Source: an optimization exercise on an open RTL-to-GDS flow (aim: small area). Production flows keep margins and buffers that such runs may drop. In this exercise RTL edits were held to simulation tests only and were not proved equivalent to the original. The flow treats the clock pin as an ideal source, which a real chip does not have. Power figures rest on the tool's default switching activity, not on a simulated workload.

### design/flow/constraint.sdc
create_clock -name core_clock -period 10.0 [get_ports {Clk}]
set_input_delay 2.0000 -clock core_clock [delete_from_list [all_inputs] [get_ports {Clk}]]
set_output_delay 2.0000 -clock core_clock [all_outputs]
set_load 0.01 [all_outputs]
### design/flow/standard.sh
#!/bin/bash
# synth_recipe.tcl (not shown) runs the flow's synth.tcl, then flattens the netlist and writes it again
# the make line also repeats each setting of config.mk as NAME=value (left out here)
make -C /OpenROAD-flow-scripts/flow DESIGN_CONFIG=/design/flow/config.mk WORK_HOME=/design/flow/orfs CLKGATE_MAP_FILE= SYNTH_SCRIPT=/design/flow/synth_recipe.tcl "${@:-finish}"
### design/flow/flow/run.sh
#!/bin/bash
# Standard ORFS layout with a leaner clock tree: CTS with clkbuf_4 and no
# dummy loads, then clock buffers whose sinks see high slew are upsized to
# clkbuf_8; minimum-size port buffers. Each tool's output goes to its own log.
set -uo pipefail
export CTS_ARGS="-sink_clustering_enable -repair_clock_nets -dont_use_dummy_load -buf_list sky130_fd_sc_hd__clkbuf_4"
export BUFFER_PORTS_ARGS="-buffer_cell sky130_fd_sc_hd__buf_1"
R=orfs/results/sky130hd/uart_loopback/base
bash standard.sh cts > standard_flow_to_cts.log 2>&1 || exit 1
openroad -no_init -exit flow/fix_clock.tcl > fix_clock.log 2>&1 || exit 1
bash standard.sh > standard_flow_finish.log 2>&1
status=$?
cp -r orfs/logs/sky130hd/uart_loopback/base ./orfs_logs 2>/dev/null || true
exit $status
### design/flow/design.v
module uart_loopback(
    Clk,
    Rst_n,
    uart_rx,
    uart_tx,
    DIO,
    SRCLK,
    RCLK
);
    input  Clk;
    input  Rst_n;
    input  uart_rx;
    output uart_tx;
    output DIO;
    output SRCLK;
    output RCLK;
    reg s1, s2, r1, r2;
    always @(posedge Clk or negedge Rst_n)
        if (!Rst_n) begin
            s1 <= 1'b0; s2 <= 1'b0; r1 <= 1'b0; r2 <= 1'b0;
        end else begin
            s1 <= uart_rx; s2 <= s1; r1 <= s2; r2 <= r1;
        end
    wire nedge = ~r1 & r2;
    reg       rx_on;       
    reg [4:0] rdiv;        
    reg       rtick;       
    reg [7:0] rcnt;        
    reg [2:0] acc;         
    reg [7:0] rsr;         
    reg       bdone;       
    wire r_is12  = (rcnt == 8'd12);
    wire r_is155 = (rcnt == 8'd155);
    wire r_is159 = (rcnt == 8'd159);
    wire acc_hi  = acc[2] | (acc[1] & acc[0]);    
    always @(posedge Clk or negedge Rst_n)
        if (!Rst_n) begin
            rcnt  <= 8'd0;
            rx_on <= 1'b0;
        end else begin
            if (r_is159 | (r_is12 & acc_hi))
                rcnt <= 8'd0;
            else
                rcnt <= rcnt + {7'd0, rtick};
            if (nedge)
                rx_on <= 1'b1;
            else if (bdone | (r_is12 & acc_hi) | (r_is155 & ~acc_hi))
                rx_on <= 1'b0;
        end
    always @(posedge Clk) begin
        if (rx_on && rdiv != 5'h13)
            rdiv <= {rdiv[3:0], ~(rdiv[4] ^ rdiv[2])};
        else
            rdiv <= 5'd0;
        rtick <= (rdiv == 5'h01);
        bdone <= r_is159;
    end
    wire r_lo0  = (rcnt[3:0] == 4'd0);
    wire r_samp = (rcnt[3:0] >= 4'd6) && (rcnt[3:0] <= 4'd11);
    always @(posedge Clk) begin
        if (rtick & r_lo0)
            acc <= 3'd0;
        else
            acc <= acc + {2'b0, rtick & r_samp & s2};
        if (rtick & r_lo0)
            rsr <= {acc[2], rsr[7:1]};
    end
    localparam WZ = 2'd0, WI = 2'd1, WA = 2'd2, WB = 2'd3;
    reg [1:0]  wst;
    reg [5:0]  wcnt;       
    reg        wdone;
    reg [31:0] dr;
    reg [31:0] data;       
    reg        to_state;
    reg [13:0] tcnt;       
    reg        tsat;       
    reg        tflag;
    always @(posedge Clk or negedge Rst_n)
        if (!Rst_n)
            to_state <= 1'b0;
        else if (!uart_rx)
            to_state <= 1'b1;
        else if (bdone)
            to_state <= 1'b0;
    always @(posedge Clk) begin
        if (!to_state || bdone) begin
            tcnt <= 14'd0;
            tsat <= 1'b0;
        end else begin
            tcnt <= {tcnt[12:0], ~(tcnt[13] ^ tcnt[1] ^ tcnt[0])};
            if (tcnt == 14'h3f12)
                tsat <= 1'b1;
        end
        if (tsat)
            tflag <= 1'b1;
        else if (!wst[1])
            tflag <= 1'b0;
    end
    always @(posedge Clk or negedge Rst_n)
        if (!Rst_n)
            wst <= WZ;
        else case (wst)
            WZ:      wst <= WI;
            WI:      if (bdone) wst <= WA;
            WA:      if (tflag) wst <= WI; else if (bdone) wst <= WB;
            default: wst <= (wcnt[5:2] != 4'd0) ? WZ : WA;
        endcase
    always @(posedge Clk) begin
        case (wst)
            WZ: begin
                wdone <= 1'b0;
                data  <= dr;
                dr    <= 32'd0;
            end
            WI: begin
                wdone <= 1'b0;
                if (bdone)
                    dr   <= {rsr, dr[31:8]};
                else
                    dr   <= 32'd0;
            end
            WA:
                if (tflag)
                    wdone <= 1'b1;
                else if (bdone)
                    dr   <= {rsr, dr[31:8]};
            default:
                if (wcnt[5:2] != 4'd0)
                    wdone <= 1'b1;
        endcase
    end
    wire w_inc = bdone & ((wst == WI) | ((wst == WA) & ~tflag));
    always @(posedge Clk)
        if (wst == WZ)
            wcnt <= 6'd0;
        else
            wcnt <= wcnt + {5'd0, w_inc};
    reg [3:0]  tslot;
    reg [1:0]  tbyte;
    reg [8:0]  ttim;       
    reg [15:0] tcp;        
    wire t_last = (tbyte == 2'd3);
    wire t_end  = (tslot == 4'd14) ? ttim[4] :                   
                  (tslot == 4'd9)  ? (t_last ? ttim[0] : ttim[6]) :  
                                     (ttim == 9'h0b6);               
    always @(posedge Clk or negedge Rst_n)
        if (!Rst_n)
            tslot <= 4'd13;
        else if (tslot == 4'd13) begin
            if (wdone)
                tslot <= 4'd14;
        end else if (t_end)
            tslot <= (tslot == 4'd9) ? (t_last ? 4'd13 : 4'd15) : tslot + 4'd1;
    always @(posedge Clk) begin
        if (tslot == 4'd13 || t_end)
            ttim <= 9'd0;
        else
            ttim <= {ttim[7:0], ~(ttim[8] ^ ttim[4])};
        if (tslot == 4'd13)
            tbyte <= 2'd0;
        else
            tbyte <= tbyte + {1'b0, t_end & (tslot == 4'd9)};
    end
    always @(posedge Clk)
        if (tslot == 4'd14)
            tcp <= data[31:16];
    wire [31:0] tword = {tcp, data[15:0]};
    wire        tbit  = tword[{tbyte, tslot[2:0]}];
    assign uart_tx = ~((tslot == 4'd15) | (~tslot[3] & ~tbit));
    reg [5:0]  c6;         
    reg [11:0] hhi;
    reg [2:0]  wsel;       
    reg        wrap_d;
    reg        dio_r, srclk_r;
    wire c_lo15 = (c6[3:0] == 4'd15);
    wire h_wrap = (hhi[10:0] == 11'h6e5);    
    always @(posedge Clk or negedge Rst_n)
        if (!Rst_n) begin
            c6   <= 6'd0;
            hhi  <= 12'hdca;
            wsel <= 3'd0;
        end else begin
            c6 <= c6 + 6'd1;
            if (c_lo15)
                hhi <= {hhi[10:0], ~(hhi[11] ^ hhi[0] ^ h_wrap)};
            if (wrap_d)
                wsel <= wsel + 3'd1;
        end
    always @(posedge Clk)
        wrap_d <= c_lo15 & h_wrap;
    wire [31:0] disp = {data[7:0], data[15:8], data[23:16], data[31:24]};
    wire [3:0]  nib  = disp[{wsel, 2'b00} +: 4];
    reg  [7:0]  seg;
    always @(*)
        case (nib)
            4'd0:  seg = 8'b1100_0000;
            4'd1:  seg = 8'b1111_1001;
            4'd2:  seg = 8'b1010_0100;
            4'd3:  seg = 8'b1011_0000;
            4'd4:  seg = 8'b1001_1001;
            4'd5:  seg = 8'b1001_0010;
            4'd6:  seg = 8'b1000_0010;
            4'd7:  seg = 8'b1111_1000;
            4'd8:  seg = 8'b1000_0000;
            4'd9:  seg = 8'b1001_0000;
            4'd10: seg = 8'b1000_1000;
            4'd11: seg = 8'b1000_0011;
            4'd12: seg = 8'b1100_0110;
            4'd13: seg = 8'b1010_0001;
            4'd14: seg = 8'b1000_0110;
            default: seg = 8'b1000_1110;
        endcase
    wire [2:0] pos = ~c6[4:2];
    wire seg_bit = seg[pos];
    wire sel_bit = (wsel == pos);
    wire dio_d   = c6[5] ? sel_bit : seg_bit;
    always @(posedge Clk or negedge Rst_n)
        if (!Rst_n) begin
            dio_r   <= 1'b0;
            srclk_r <= 1'b0;
        end else begin
            if (!c6[1])
                dio_r <= dio_d;
            srclk_r <= c6[1];
        end
    assign DIO   = dio_r;
    assign SRCLK = srclk_r;
    assign RCLK  = (c6 == 6'd1) | (c6 == 6'd2);
endmodule
### design/flow/config.mk
export PLATFORM = sky130hd
export DESIGN_NAME = uart_loopback
export DESIGN_NICKNAME = uart_loopback
export VERILOG_FILES = /design/flow/design.v
export SDC_FILE = /design/flow/constraint.sdc
export NUM_CORES = 4
export LEC_CHECK = 0
export CAP_MARGIN = 0
export CORE_MARGIN = 2
export CORE_UTILIZATION = 60
export SLEW_MARGIN = 0
### design/flow/flow/fix_clock.tcl
# Upsize clock buffers whose sink pins see more than 100 ps of slew.
set R orfs/results/sky130hd/uart_loopback/base
read_liberty $::env(FLOW_HOME)/platforms/sky130hd/lib/sky130_fd_sc_hd__tt_025C_1v80.lib
read_db $R/4_cts.odb
read_sdc $R/4_cts.sdc
source $::env(FLOW_HOME)/platforms/sky130hd/setRC.tcl
estimate_parasitics -placement
set big [get_lib_cells */sky130_fd_sc_hd__clkbuf_8]
set n 0
foreach inst [get_cells clkbuf_*] {
  set out [get_pins -of_objects $inst -filter "direction == output"]
  set worst 0
  foreach p [get_pins -of_objects [get_nets -of_objects $out] -filter "direction == input"] {
    set s [get_property $p slew_max]
    if {$s > $worst} { set worst $s }
  }
  puts "clock buffer [get_name $inst] [get_property $inst ref_name] worst sink slew $worst"
  if {$worst > 0.100} {
    replace_cell $inst $big
    incr n
  }
}
puts "upsized $n clock buffers"
detailed_placement
check_placement -verbose
estimate_parasitics -placement
set worst 0
foreach pin [get_pins -hierarchical */CLK] {
  set s [get_property $pin slew_max]
  if {$s > $worst} { set worst $s }
}
puts "worst clock pin slew after upsizing $worst"
write_db $R/4_cts.odb
==> results of run 1 <==
per-stage QoR:
step	total power [uW]	instances
floorplan	845	513
global placement	857	655
detailed placement	861	655
CTS	1130	672
global route	1230	672
finish	1180	672
critical path: stages (launching register included):
cell,delay (ns)
dfstp_2,0.77
mux4_2,0.56
mux4_2,0.47
mux2i_1,0.17
o21ai_0,0.09
buf_1,0.13
layout make-up:
cell class              instances  area [sq um]  area share, %
flip-flops and latches        176          4640           61.3
repair buffers                 10          53.8          0.710
inverters                      17          63.8          0.842
clock buffers                  17           209           2.76
well taps                     147           184           2.43
multi-input cells             305          2430           32.0
synth_stat cells (all sizes together), types with 5 or more instances:
library cell,number,area share [%]
nor2b,9,0.78
buf,7,0.64
ha,24,4.2
xnor2,15,1.8
o21ai,6,0.42
inv,17,0.89
dfstp,10,3.6
nand2,28,1.5
mux4,18,5.8
a21oi,9,0.63
edfxtp,89,37
a31oi,5,0.43
mux2,14,2.2
mux2i,6,1.0
nand4,7,0.61
and2,62,5.4
nand3,8,0.56
xor2,13,1.6
nor4,5,0.43
nor2,33,1.8
dfrtp,33,11
dfxtp,44,12
clkbuf,8,0.42
registers in the layout, summed over array words and instances, names as in the netlist, 3 cells and up:
register,flops
ttim,9
rdiv,5
tcnt,14
data,32
acc,3
wcnt,6
hhi,12
dr,32
rsr,8
tslot,4
c6,6
tcp,16
wsel,3
rcnt,8
power by group:
group / total (uW) / internal [uW] / switching, uW
sequential: 800 / 777 / 22.3
combinational: 45.1 / 22.7 / 22.4
clock: 333 / 134 / 200
total: 1180 / 934 / 245
path summary, 6_finish.rpt:
kind	depth (start not counted)	slack, ns	start	end
worst max-delay path	5	5.37	tslot[0]	uart_tx
worst min-delay path	0	0.36	s1	s2
worst max register to register	8	6.72	wsel[0]	dio_r
worst min register to register	0	0.36	s1	s2
max in group asynchronous	2	7.98	Rst_n	hhi[8]
min in group asynchronous	2	1.62	Rst_n	c6[3]
routing by layer:
metal	wire length [microns]	GRT usage [%]	up-vias
met1	5110	25.1	1847
li1	-	-	1848
met2	5190	29.4	46
met5	0	0	-
met3	387	6.06	12
met4	145	7.64	0
cells by family after synthesis:
kind of cell	after synthesis	synth area share, %
simple gates	176	13.3
flops	176	64.4
compound gates	39	3.63
mux	38	9.08
buf+inv	32	1.95
xor+xnor	28	3.40
fa+ha+maj	24	4.17
==> impl_metrics.yaml, run 1 <==
worst_setup_path:
  critPathKind: "flop to output port"
  cp.arrival_ns: 2.63
  worstPathMaxFanout: 14
  worstPathRequired_ns: 8.00
  end_kind: "output port"
  start_kind: "flop"
floorplan:
  rows: 40
  die_x_microns: 114
  core-area_sq_um: 11900
  ioPinCount: 7
  design.die.area_sq_um: 12900
  initial_core_util_pct: 60.7
  dieHeight_microns: 114
sta:
  hold_viol: 0
  slew_violations: 0
  finalCritPeriodShare_pct: 46.3
  clock_skew_ns: 0.0289
  fmax_ghz: 0.216
  period_needed_ns: 4.63
  hold_ws_ns: 0.356
  max-slew-margin-rel_pct: 50.7
  tightest_slew_ns: 0.739
  setup_viol: 0
  tns_ns: 0
  rsz0062_at_grt: "no"
  setup_ws_ns: 5.37
detailed_routing:
  dr.pass1.iters: 4
  drc_errors: 0
  drt-initial-drc-count: 261
  wire_per_inst_microns: 16.1
  vias: 3753
  wirelength_mm: 10.8
  ant_nets: 0
  drt-vias-per-instance: 5.58
min_path:
  hp-class: "flop to flop"
global_route:
  antenna_found_initial: 0
  grt.total_usage_pct: 18.9
  grt.overflow.total: 0
  first_global_vias: 3740
  grt_max_degree: 44
  grt_first_pass_wirelength_mm: 18.3
placement:
  dp_hpwl_mm: 7.53
  gp_congestion: 0.818
  pre_cts_ws_ns: 5.81
  port_buffers: 6
  placed_cell_area_sq_um: 7370
outcome:
  outcome: "no timing/DRC/antenna violations"
finish:
  final_nets: 554
  final_util_pct: 63.9
  n_antenna_cell: 0
  final_common_cell: "edfxtp_1"
  layout-drive-gt1-share_pct: 13.3
  layout_common_cells: "edfxtp_1 (89), and2_1 (61), dfxtp_1 (44)"
  syn_to_final_growth_pct: 5.19
  stdcell_area_sq_um: 7580
  fill_cells: 912
logic_synthesis:
  synthFlopType: "edfxtp_1"
  yosys_warnings: 1
  synth_seq_cells: 176
  syn_area_per_cell_sq_um: 14.0
  syn_inst: 513
  syn_nets: 540
  ys_seq_area_share_pct: 64.4
  synth-edff-count: 89
  synthesis.area_sq_um: 7200
  yosys.cell_types.count: 58
  async_flop_share_pct: 24.4
clock_network:
  cts_sinks: 176
  post_cts_buffers: 0
  cts_tree: "done"
  post_cts_resized: 0
  clk_root_buffer_cell: "clkbuf_4"
  htreeDepth: 4
  path_clk_slew_ns: 0.07
  hold_buffers: 0
  worstSkewPairLatency_ns: 0.45
  cts_buffer_depth: 2
  numCtsBuffers: 17
power:
  p_leak_uw: 0.00291
  powerDensity_nw_per_um2: 155
  ir_drop_mv: 0.114
flow_run:
  maxCapViolCount: 0
==> run 2: changes to the inputs <==
--- a/design/flow/flow/fix_clock.tcl
+++ b/design/flow/flow/fix_clock.tcl
@@ -1,3 +1,3 @@
-# Upsize clock buffers whose sink pins see more than 100 ps of slew.
+# Upsize clock buffers whose sink pins see more than 116 ps of slew.
 set R orfs/results/sky130hd/uart_loopback/base
 read_liberty $::env(FLOW_HOME)/platforms/sky130hd/lib/sky130_fd_sc_hd__tt_025C_1v80.lib
@@ -16,5 +16,5 @@
   }
   puts "clock buffer [get_name $inst] [get_property $inst ref_name] worst sink slew $worst"
-  if {$worst > 0.100} {
+  if {$worst > 0.116} {
     replace_cell $inst $big
     incr n
--- a/design/flow/config.mk
+++ b/design/flow/config.mk
@@ -8,4 +8,4 @@
 export CAP_MARGIN = 0
 export CORE_MARGIN = 2
-export CORE_UTILIZATION = 60
+export CORE_UTILIZATION = 70
 export SLEW_MARGIN = 0
==> run 2 against run 1 <==
  * Non-clock buffer count is the same
  * Sequential power is essentially flat
  * Critical path depth stayed put
  * Via count grew 1.6%
  * Utilization up 10 points
  * Critical path type unchanged
  * Critical endpoint unchanged
  * Largest cell class unchanged
==> impl_metrics.yaml, run 2 <==
finish:
  stdcell_area_sq_um: 7530
  final_nets: 554
  layout_common_cells: "edfxtp_1 (89), and2_1 (61), dfxtp_1 (44)"
  top_regs: "data (32), dr (32), tcp (16)"
  fill_cells: 642
  syn_to_final_growth_pct: 4.57
  finalNonFillerCells: 661
  final_common_cell: "edfxtp_1"
  n_antenna_cell: 0
  layout-drive-gt1-share_pct: 13.3
sta:
  max-slew-margin-rel_pct: 49.5
  period_needed_ns: 4.67
  hold_ws_ns: 0.351
  tightest_slew_ns: 0.758
  setup_viol: 0
  finalCritPeriodShare_pct: 46.7
  hold_viol: 0
  clock_skew_ns: 0.0304
  rsz0062_at_grt: "no"
  tns_ns: 0
  slew_violations: 0
  fmax_ghz: 0.214
logic_synthesis:
  synth_seq_cells: 176
  async_flop_share_pct: 24.4
  synth_common_cells: "edfxtp_1 (89), and2_1 (61), dfxtp_1 (44), dfrtp_1 (33), nor2_1 (32)"
  synth_top_cell_by_area: "edfxtp_1"
  synthesis.area_sq_um: 7200
  yosys_warnings: 1
  syn_area_per_cell_sq_um: 14.0
  yosysMostFrequentCell: "edfxtp_1"
  synthFlopType: "edfxtp_1"
  syn_inst: 513
  yosys.cell_types.count: 58
  syn_nets: 540
  yosys-top-cells-area: "edfxtp_1 (37%), dfxtp_1 (12%), dfrtp_1 (11%), and2_1 (5.3%), mux4_2 (4.4%)"
  synth-edff-count: 89
  synth_top_area_share_pct: 37.1
  ys_seq_area_share_pct: 64.4
power:
  p_leak_uw: 0.00289
  powerDensity_nw_per_um2: 153
  finalPower_uw: 1150
  ir_drop_mv: 0.180
placement:
  placed_cell_area_sq_um: 7360
  placedCellCount: 644
  dp_hpwl_mm: 7.75
  port_buffers: 6
  gp_congestion: 0.822
clock_network:
  cts_buffer_depth: 2
  post_cts_buffers: 0
  cts_tree: "done"
  post_cts_resized: 0
  path_clk_slew_ns: 0.07
  clk_root_buffer_cell: "clkbuf_4"
  numCtsBuffers: 17
  hold_buffers: 0
  worstSkewPairLatency_ns: 0.44
  htreeDepth: 4
  cts_sinks: 176
detailed_routing:
  vias: 3812
  ant_nets: 0
  wirelength_mm: 11.1
  dr.pass1.iters: 5
  drt-initial-drc-count: 278
  drt-vias-per-instance: 5.77
  drc_errors: 0
  wire_per_inst_microns: 16.8
floorplan:
  die_x_microns: 105
  rows: 37
  initial_core_util_pct: 71.1
  design.die.area_sq_um: 11100
  dieHeight_microns: 105
  core-area_sq_um: 10100
  ioPinCount: 7
outcome:
  outcome: "no timing/DRC/antenna violations"
global_route:
  grt.overflow.total: 0
  first_global_vias: 3878
  antenna_found_initial: 0
  grt_max_degree: 44
  grt_first_pass_wirelength_mm: 18.7
  grt.total_usage_pct: 22.4
worst_setup_path:
  cp.arrival_ns: 2.67
  r2r_setup_slack_ns: 6.65
  worstPathMaxFanout: 14
  worstPathRequired_ns: 8.00
  critPathKind: "flop to output port"
  start_kind: "flop"
  end_kind: "output port"
flow_run:
  maxCapViolCount: 0
min_path:
  hp-class: "flop to flop"
## run 2: cell counts after synthesis
Identical to the previous run, type by type.
## run 2: layout make-up
cell class | count | area, sq um | area share [%]
Clock buffer | 17 | 178 | 2.36
Tap cell | 136 | 170 | 2.26
Timing Repair Buffer | 10 | 53.8 | 0.714
Inverter | 17 | 63.8 | 0.847
Sequential cell | 176 | 4640 | 61.6
Multi-Input combinational cell | 305 | 2430 | 32.2
## run 2: cell families after synthesis
group / after synthesis / share of synthesized area [%]
muxes: 38 / 9.08
xor gates and xnor gates: 28 / 3.40
AOI/OAI and AO/OA: 39 / 3.63
and+or+nand+nor: 176 / 13.3
adders and majority gates: 24 / 4.17
buffers and inverters: 32 / 1.95
DFF: 176 / 64.4
## run 2: worst paths after layout
check / to / startpoint / cells after the start
setup / recovery: uart_tx / tslot[0] / 5
hold / removal: s2 / s1 / 0
setup reg to reg: dio_r / wsel[0] / 8
hold reg to reg: s2 / s1 / 0
max in group asynchronous: to_state / Rst_n / 2
min in group asynchronous: wsel[0] / Rst_n / 2
## run 2: routing by layer
metal / GRT usage, % / share of wire, %
met1: 29.8 / 45
met2: 34.6 / 49
met3: 6.74 / 4.1
met4: 9.71 / 1.6
met5: 0 / 0
## run 2: power breakdown
part           leakage, uW  switching [uW]  internal, uW
registers          0.00176            23.0           777
clock network    0.0000989             194           113
logic              0.00103            23.0          22.7
total              0.00289             240           913
## run 2: through the flow
step | utilization, % | worst slack (ns)
after floorplan | - | 5.74
after global placement | 72.6 | 5.84
after detailed placement | 72.6 | 5.78
after CTS | 73.8 | 5.19
after global routing | 74.3 | 5.17
final | 74.3 | 5.33
## run 2: worst max-delay path, cell delays in order, from the launching register on
cell     delay (ns)
dfstp_2        0.78
mux4_2         0.56
mux4_2         0.49
mux2i_1        0.17
o21ai_0        0.11
buf_1          0.14
==> run 3: changes to the inputs <==
--- a/design/flow/config.mk
+++ b/design/flow/config.mk
@@ -8,4 +8,4 @@
 export CAP_MARGIN = 0
 export CORE_MARGIN = 2
-export CORE_UTILIZATION = 70
+export CORE_UTILIZATION = 80
 export SLEW_MARGIN = 0
==> run 3 against run 2 <==
  * Sequential share of layout area grew 0.28 points
  * Die area shrank 12%
  * Register-to-register slack gained 0.02 ns
  * Non-clock buffer count shrank 1
  * Worst setup slack lost 0.0052 ns
  * Largest power group unchanged
  * Utilization grew 12 points
==> impl_metrics.yaml, run 3 <==
detailed_routing:
  vias: 3954
  wirelength_mm: 11.9
  drc_errors: 0
  dr.pass1.iters: 5
  drt-vias-per-instance: 6.26
  wire_per_inst_microns: 18.8
  drt-initial-drc-count: 258
  ant_nets: 0
placement:
  dp_hpwl_mm: 8.24
  pre_cts_ws_ns: 5.78
  gp_congestion: 0.909
  placedCellCount: 615
  port_buffers: 6
logic_synthesis:
  yosys-top-cells-area: "edfxtp_1 (37%), dfxtp_1 (12%), dfrtp_1 (11%), and2_1 (5.3%), mux4_2 (4.4%)"
  synthFlopType: "edfxtp_1"
  synth_common_cells: "edfxtp_1 (89), and2_1 (61), dfxtp_1 (44), dfrtp_1 (33), nor2_1 (32)"
  synth_seq_cells: 176
  ys_seq_area_share_pct: 64.4
  yosys.cell_types.count: 58
  synth_top_cell_by_area: "edfxtp_1"
  syn_nets: 540
  synth_top_area_share_pct: 37.1
  syn_area_per_cell_sq_um: 14.0
  yosysMostFrequentCell: "edfxtp_1"
  synthesis.area_sq_um: 7200
  yosys_warnings: 1
  async_flop_share_pct: 24.4
  syn_inst: 513
  synth-edff-count: 89
finish:
  layout-drive-gt1-share_pct: 13.4
  n_antenna_cell: 0
  syn_to_final_growth_pct: 4.10
  top_regs: "data (32), dr (32), tcp (16)"
  layout_common_cells: "edfxtp_1 (89), and2_1 (61), dfxtp_1 (44)"
  finalNonFillerCells: 632
  final_common_cell: "edfxtp_1"
  final_nets: 553
sta:
  hold_viol: 0
  setup_ws_ns: 5.33
  setup_viol: 0
  fmax_ghz: 0.214
  period_needed_ns: 4.67
  hold_ws_ns: 0.357
  finalCritPeriodShare_pct: 46.7
  rsz0062_at_grt: "no"
  slew_violations: 0
  tns_ns: 0
  clock_skew_ns: 0.0271
  max-slew-margin-rel_pct: 34.4
  tightest_slew_ns: 0.980
min_path:
  worstHoldStart: "r1"
  min_to: "r2"
  hp-class: "flop to flop"
  min_path_cells: 0
power:
  ir_drop_mv: 0.126
  p_leak_uw: 0.00289
  powerDensity_nw_per_um2: 156
worst_setup_path:
  worstPathMaxFanout: 14
  cp_common_cell: "mux4_2"
  end_kind: "output port"
  worstPathCellList: "mux4_2, mux4_2, mux2i_1, o21ai_0, buf_1"
  r2r-start: "wsel[0]"
  r2r.worst_path.cells: 8
  critPathTopFamily: "multiplexers"
  start_kind: "flop"
  worstReg2RegEnd: "dio_r"
  critPathKind: "flop to output port"
  cp.arrival_ns: 2.67
  cpPeakStageDelay_ns: 0.78
  cp_slowest_cell: "dfstp_2"
  critPathBufInv: 1
  worstPathRequired_ns: 8.00
  r2r_setup_slack_ns: 6.67
clock_network:
  worstSkewPairLatency_ns: 0.42
  cts_buffer_depth: 2
  post_cts_buffers: 0
  htreeDepth: 4
  cts_sinks: 176
  clk_root_buffer_cell: "clkbuf_4"
  post_cts_resized: 0
  path_clk_slew_ns: 0.10
  cts_tree: "done"
  numCtsBuffers: 17
  hold_buffers: 0
floorplan:
  ioPinCount: 7
  core-area_sq_um: 8720
  dieHeight_microns: 98.9
  rows: 34
  die_x_microns: 98.9
  initial_core_util_pct: 82.6
  design.die.area_sq_um: 9780
flow_run:
  maxCapViolCount: 0
global_route:
  first_global_vias: 4226
  grt.overflow.total: 0
  antenna_found_initial: 0
  grt.total_usage_pct: 27.2
  grt_first_pass_wirelength_mm: 20.3
  grt_max_degree: 44
outcome:
  outcome: "no timing/DRC/antenna violations"
[run 3: area by class of cell]
type | instances | area [sq um]
Clock buffer | 17 | 184
Fill cell | 402 | 1220
Inverter | 17 | 63.8
Multi-Input combinational cell | 305 | 2430
Sequential cell | 176 | 4640
Tap cell | 108 | 135
Timing Repair Buffer | 9 | 46.3
[run 3: metal layers]
layer	up-vias	track usage (%)	wire, microns
li1	1852	-	-
met1	1975	34.8	4940
met2	109	46.0	6310
met3	18	6.17	467
met4	0	9.91	191
met5	-	0	0
[run 3: worst max path at each step]
stage | endpoint | startpoint | cells past startpoint | slack, ns
global placement | uart_tx | tslot[0] | 5 | 5.86
CTS | uart_tx | tslot[0] | 5 | 5.21
global route | uart_tx | tslot[0] | 5 | 5.22
finish | uart_tx | tslot[0] | 5 | 5.33
floorplan | uart_tx | tslot[0] | 5 | 5.74
detailed placement | uart_tx | tslot[0] | 5 | 5.78
[run 3: power breakdown]
part | leakage [uW] | internal [uW] | switching [uW]
Combinational | 0.00103 | 23.3 | 28.0
Sequential | 0.00176 | 777 | 27.0
Clock | 0.000102 | 118 | 196
[run 3: through the flow]
step           cell area, sq um  util (%)  total power (uW)
2_1_floorplan              7200         -               845
3_3_place_gp               7320      83.9               857
3_5_place_dp               7320      83.9               867
4_1_cts                    7440      85.4              1130
5_1_grt                    7500      86.0              1210
6_report                   7500      86.0              1170
[run 3: cells by family (layout without fill, tap and decap cells)]
logic type	count (synthesis)	after routing	share of synthesized area, %
AOI/OAI and AO/OA	39	39	3.63
xor gates and xnor gates	28	28	3.40
adders and majority gates	24	24	4.17
buffers and inverters	32	43	1.95
DFF	176	176	64.4
muxes	38	38	9.08
and+or+nand+nor	176	176	13.3
==> run 4: changes to the inputs <==
--- a/design/flow/config.mk
+++ b/design/flow/config.mk
@@ -8,4 +8,5 @@
 export CAP_MARGIN = 0
 export CORE_MARGIN = 2
-export CORE_UTILIZATION = 80
+export CORE_UTILIZATION = 60
+export GPL_TIMING_DRIVEN = 0
 export SLEW_MARGIN = 0
==> run 4 against run 3 <==
  * Still clean on timing, DRC and antenna
  * Combinational power is 11% lower
  * Critical path depth increased by 1
  * Flip-flop and latch count unchanged
  * Power fell by 0.63%
  * Count of clock-buffer cells in the layout unchanged
  * Final cell count grew 8.4%
  * Die area grew 32%
  * Critical endpoint unchanged
  * Highest routed layer unchanged
==> impl_metrics.yaml, run 4 <==
placement:
  gp_congestion: 0.852
  placedCellCount: 668
  port_buffers: 6
  dp_hpwl_mm: 7.78
worst_setup_path:
  critPathTopFamily: "multiplexers"
  start_kind: "flop"
  worstPathMaxFanout: 10
  worstPathCellList: "buf_1, mux4_2, mux4_2, mux2i_1, o21ai_0, buf_1"
  worstPathRequired_ns: 8.00
  end_kind: "output port"
  cpPeakStageDelay_ns: 0.62
  critPathBufInv: 2
  cp.arrival_ns: 3.07
  cp_slowest_cell: "dfstp_2"
  critPathKind: "flop to output port"
floorplan:
  die_x_microns: 114
  core-area_sq_um: 11900
  design.die.area_sq_um: 12900
  dieHeight_microns: 114
  initial_core_util_pct: 60.7
  ioPinCount: 7
  rows: 40
logic_synthesis:
  yosys-top-cells-area: "edfxtp_1 (37%), dfxtp_1 (12%), dfrtp_1 (11%), and2_1 (5.3%), mux4_2 (4.4%)"
  synth_common_cells: "edfxtp_1 (89), and2_1 (61), dfxtp_1 (44), dfrtp_1 (33), nor2_1 (32)"
  syn_area_per_cell_sq_um: 14.0
  yosys.area_share.simple_pct: 13.3
  synth_compound_area_share_pct: 3.63
  synthAdderAreaFrac_pct: 4.17
  synth_top_area_share_pct: 37.1
  ys_seq_area_share_pct: 64.4
  synth_seq_cells: 176
  synth_xor_area_share_pct: 3.40
  syn_nets: 540
  synthesis.area_sq_um: 7200
  synthMuxAreaShare_pct: 9.08
  yosys_warnings: 1
  syn_inst: 513
  synthFlopType: "edfxtp_1"
  synth-edff-count: 89
  synth_top_family_by_area: "simple AND/OR/NAND/NOR gates"
  async_flop_share_pct: 24.4
  yosysMostFrequentCell: "edfxtp_1"
  synth_top_cell_by_area: "edfxtp_1"
  yosys.cell_types.count: 58
detailed_routing:
  wire_per_inst_microns: 16.3
  ant_nets: 0
  drt-vias-per-instance: 5.61
  wirelength_mm: 11.2
  dr.pass1.iters: 4
  drc_errors: 0
  drt-initial-drc-count: 197
  vias: 3844
clock_network:
  worstSkewPairLatency_ns: 0.43
  cts_buffer_depth: 2
  numCtsBuffers: 17
  clk_root_buffer_cell: "clkbuf_4"
  post_cts_resized: 0
  post_cts_buffers: 0
  htreeDepth: 4
  cts_tree: "done"
  hold_buffers: 0
  path_clk_slew_ns: 0.08
  cts_sinks: 176
sta:
  fmax_ghz: 0.197
  period_needed_ns: 5.07
  setup_viol: 0
  finalCritPeriodShare_pct: 50.7
  hold_viol: 0
  hold_ws_ns: 0.380
  clock_skew_ns: 0.0337
  slew_violations: 0
  tightest_slew_ns: 0.812
  max-slew-margin-rel_pct: 45.8
  rsz0062_at_grt: "no"
  tns_ns: 0
power:
  switchingPower_uw: 244
  ir_drop_mv: 0.124
  p_seq_share_pct: 68.9
  powerDensity_nw_per_um2: 152
  p_leak_uw: 0.00294
  swShare_pct: 21.0
  comb_power_share_pct: 3.9
  p_int_uw: 918
  clockPowerShare_pct: 27.2
min_path:
  hp-class: "flop to flop"
global_route:
  grt.total_usage_pct: 19.1
  first_global_vias: 3722
  antenna_found_initial: 0
  grt_first_pass_wirelength_mm: 18.5
  grt_max_degree: 38
  grt.overflow.total: 0
finish:
  layout_common_cells: "edfxtp_1 (89), and2_1 (61), dfxtp_1 (44)"
  fill_cells: 914
  finalNonFillerCells: 685
  top_regs: "data (32), dr (32), tcp (16)"
  syn_to_final_growth_pct: 6.18
  final_nets: 567
  final_common_cell: "edfxtp_1"
  n_antenna_cell: 0
  layout-drive-gt1-share_pct: 13.8
outcome:
  outcome: "no timing/DRC/antenna violations"
flow_run:
  maxCapViolCount: 0
==> run 4: cells by family after synthesis <==
family,count (synthesis)
simple gates,176
mux,38
fa+ha+maj,24
xor+xnor,28
compound gates,39
buf+inv,32
flops,176
==> run 4: power by group through the flow <==
stage | clock network [uW] | logic [uW] | registers [uW]
final | 316 | 45.7 | 800
after global routing | 353 | 53.5 | 804
after CTS | 286 | 47.0 | 801
after detailed placement | 0 | 47.4 | 816
after global placement | 0 | 43.8 | 814
after floorplan | 0 | 35.5 | 810
==> run 4: per-layer routing <==
metal | share of wire (%) | track usage [%] | up-vias
met4 | 1.7 | 6.99 | 0
met3 | 2.8 | 5.74 | 15
met2 | 48 | 29.8 | 59
met1 | 48 | 25.7 | 1888
met5 | 0 | 0 | -
li1 | - | - | 1882
==> run 4: cell type report <==
type | instances | area [sq um] | area share [%]
Buffer | 15 | 76.3 | 0.998
Multi-Input combinational cell | 305 | 2440 | 31.8
Clock buffer | 17 | 184 | 2.40
Inverter | 17 | 63.8 | 0.834
Sequential cell | 176 | 4640 | 60.7
Timing Repair Buffer | 8 | 63.8 | 0.834
Tap cell | 147 | 184 | 2.40
==> run 4: worst paths after layout <==
path | from | end | slack (ns) | cells past startpoint
worst min register to register | s2 | r1 | 0.38 | 0
worst max-delay path | tslot[0] | uart_tx | 4.93 | 6
worst min-delay path | s2 | r1 | 0.38 | 0
min in group asynchronous | Rst_n | to_state | 1.43 | 1
max in group asynchronous | Rst_n | hhi[3] | 8.00 | 2
worst max register to register | tslot[0] | tslot[1] | 6.55 | 10
==> run 4: stage by stage <==
stage | power (uW) | area (sq um) | setup slack (ns) | utilization, %
finish | 1160 | 7650 | 4.93 | 64.5
global route | 1210 | 7650 | 4.72 | 64.5
CTS | 1130 | 7590 | 4.75 | 64.0
detailed placement | 863 | 7460 | 5.33 | 62.9
global placement | 858 | 7410 | 5.36 | 62.5
floorplan | 845 | 7200 | 5.74 | -
==> run 5: changes to the inputs <==
--- a/design/flow/config.mk
+++ b/design/flow/config.mk
@@ -9,4 +9,3 @@
 export CORE_MARGIN = 2
 export CORE_UTILIZATION = 60
-export GPL_TIMING_DRIVEN = 0
 export SLEW_MARGIN = 0
==> run 5 against run 4 <==
  * Flip-flop and latch count unchanged
  * Combinational power is 1% lower
  * Register-to-register slack better by 0.12 ns
  * Utilization down 0.97 points
  * First-iteration DRC count increased by 13%
  * Non-clock buffer count is 13 lower
  * Clock power is 5% lower
  * Critical path type unchanged
==> impl_metrics.yaml, run 5 <==
floorplan:
  dieHeight_microns: 114
  core-area_sq_um: 11900
  initial_core_util_pct: 60.7
  design.die.area_sq_um: 12900
  rows: 40
  die_x_microns: 114
  ioPinCount: 7
finish:
  final_util_pct: 63.5
  fill_cells: 917
  syn_to_final_growth_pct: 4.58
  n_antenna_cell: 0
  final_common_cell: "edfxtp_1"
  layout_common_cells: "edfxtp_1 (89), and2_1 (61), dfxtp_1 (44)"
  regArea_sq_um: 4640
  top_regs: "data (32), dr (32), tcp (16)"
  final_nets: 554
  layout-drive-gt1-share_pct: 13.3
  stdcell_area_sq_um: 7530
  multi_input_area_sq_um: 2430
power:
  comb_power_share_pct: 3.9
  ir_drop_mv: 0.114
  p_leak_uw: 0.00289
  clockPowerShare_pct: 26.3
  swShare_pct: 21.1
  switchingPower_uw: 242
  p_int_uw: 904
  p_seq_share_pct: 69.7
  powerDensity_nw_per_um2: 152
clock_network:
  cts_tree: "done"
  post_cts_resized: 0
  numCtsBuffers: 17
  cts_sinks: 176
  htreeDepth: 4
  clk_root_buffer_cell: "clkbuf_4"
  path_clk_slew_ns: 0.11
  post_cts_buffers: 0
  hold_buffers: 0
  cts_buffer_depth: 2
  worstSkewPairLatency_ns: 0.44
sta:
  setup_viol: 0
  finalCritPeriodShare_pct: 46.1
  slew_violations: 0
  clock_skew_ns: 0.0289
  tns_ns: 0
  period_needed_ns: 4.61
  max-slew-margin-rel_pct: 50.3
  tightest_slew_ns: 0.746
  hold_ws_ns: 0.363
  setup_ws_ns: 5.39
  fmax_ghz: 0.217
  rsz0062_at_grt: "no"
  hold_viol: 0
placement:
  port_buffers: 6
  dp_hpwl_mm: 7.53
  gp_congestion: 0.818
  placed_cell_area_sq_um: 7370
  pre_cts_ws_ns: 5.81
global_route:
  grt.total_usage_pct: 18.9
  antenna_found_initial: 0
  first_global_vias: 3728
  grt.overflow.total: 0
  grt_max_degree: 44
  grt_first_pass_wirelength_mm: 18.3
logic_synthesis:
  yosys.cell_types.count: 58
  synth_top_cell_by_area: "edfxtp_1"
  ys_seq_area_share_pct: 64.4
  syn_area_per_cell_sq_um: 14.0
  async_flop_share_pct: 24.4
  syn_inst: 513
  synth_seq_cells: 176
  synthFlopType: "edfxtp_1"
  synth_common_cells: "edfxtp_1 (89), and2_1 (61), dfxtp_1 (44), dfrtp_1 (33), nor2_1 (32)"
  yosysMostFrequentCell: "edfxtp_1"
  synth_top_area_share_pct: 37.1
  yosys-top-cells-area: "edfxtp_1 (37%), dfxtp_1 (12%), dfrtp_1 (11%), and2_1 (5.3%), mux4_2 (4.4%)"
  synthesis.area_sq_um: 7200
  yosys_warnings: 1
  synth-edff-count: 89
  syn_nets: 540
detailed_routing:
  wirelength_mm: 10.9
  wire_per_inst_microns: 16.2
  ant_nets: 0
  drc_errors: 0
  vias: 3725
  drt-vias-per-instance: 5.54
  drt-initial-drc-count: 222
  dr.pass1.iters: 4
outcome:
  outcome: "no timing/DRC/antenna violations"
min_path:
  hp-class: "flop to flop"
worst_setup_path:
  worstPathRequired_ns: 8.00
  cp.arrival_ns: 2.61
  worstPathMaxFanout: 14
  end_kind: "output port"
  critPathKind: "flop to output port"
  start_kind: "flop"
  r2r_setup_slack_ns: 6.67
flow_run:
  maxCapViolCount: 0
## run 5: changes by cell type in the layout (fill, tap and decap cells not counted), moves of 2 or more
cell      before  now
clkbuf_1       8    0
clkbuf_4       8   11
clkbuf_8       9    6
buf_1          7    5
buf_12         2    0
buf_2          2    0
## run 5: stage by stage
stage | power, uW | cells
CTS | 1130 | 672
global placement | 857 | 655
finish | 1150 | 672
floorplan | 845 | 513
global route | 1200 | 672
detailed placement | 861 | 655
## run 5: final timing paths
kind | startpoint | endpoint | cells after the start
max in group asynchronous | Rst_n | hhi[11] | 2
max reg2reg | wsel[0] | dio_r | 8
min reg2reg | s1 | s2 | 0
min | s1 | s2 | 0
min in group asynchronous | Rst_n | c6[0] | 2
max | tslot[0] | uart_tx | 5
## run 5: area by class of cell
cell class                 count  share of cell area [%]
tap                          147                    2.44
sequential                   176                    61.6
inverter                      17                   0.847
multi-input combinational    305                    32.2
clock buffer                  17                    2.19
timing repair buffer          10                   0.714
## run 5: worst max-delay path, cell delays in order, from the launching register on
cell	delay, ns
dfstp_2	0.77
mux4_2	0.56
mux4_2	0.47
mux2i_1	0.17
o21ai_0	0.09
buf_1	0.13
## run 5: logic make-up after synthesis
logic type / after synthesis / share of synthesized area, %
AOI/OAI and AO/OA: 39 / 3.63
and+or+nand+nor: 176 / 13.3
muxes: 38 / 9.08
xor gates and xnor gates: 28 / 3.40
DFF: 176 / 64.4
buffers and inverters: 32 / 1.95
adders and majority gates: 24 / 4.17
## run 5: power by group through the flow
stage                     Combinational (uW)  Sequential (uW)  Clock [uW]
after global routing                    53.7              803         342
after detailed placement                46.5              815           0
after global placement                  43.8              814           0
final                                   45.2              799         301
after CTS                               46.5              799         284
after floorplan                         35.5              810           0
## run 5: layer usage
metal	vias to the layer above	global-route usage (%)	share of wire (%)
met1	1819	25.2	47
met2	51	29.3	49
met4	0	7.40	1.0
met5	-	0	0
met3	8	6.06	3.5
li1	1847	-	-

==> separate check: timing with driven ports <==
The flow's constraints put no driver on any port. The routed layouts listed below were extracted and timed again, unchanged, in two steps. Step 1: set_driving_cell puts a clkbuf_16 on Clk and a buf_2 on each other input, an assumption about the parent block. Step 2 adds t to the input delays and takes it off the output delays; t is the mean of the earliest and latest rising clock arrival at the registers after step 1. Input paths then give back, and output paths get back, about the clock's delay inside the block. Slacks: no drivers / after step 1 / after step 2; pairs: no drivers / after step 1.
| run | t (ns) | slack for setup (ns) | hold WS [ns] |
|---|---|---|---|
| run 1 | 0.474 | 5.366 / 5.329 / 5.803 | 0.356 / 0.356 / 0.356 |
| run 2 | 0.461 | 5.331 / 5.296 / 5.756 | 0.351 / 0.351 / 0.351 |
| run 3 | 0.442 | 5.325 / 5.291 / 5.733 | 0.357 / 0.357 / 0.357 |
| run 4 | 0.454 | 4.929 / 4.892 / 5.346 | 0.380 / 0.380 / 0.380 |
| run 5 | 0.459 | 5.391 / 5.358 / 5.817 | 0.363 / 0.363 / 0.363 |
After both steps every run listed still meets setup and hold.
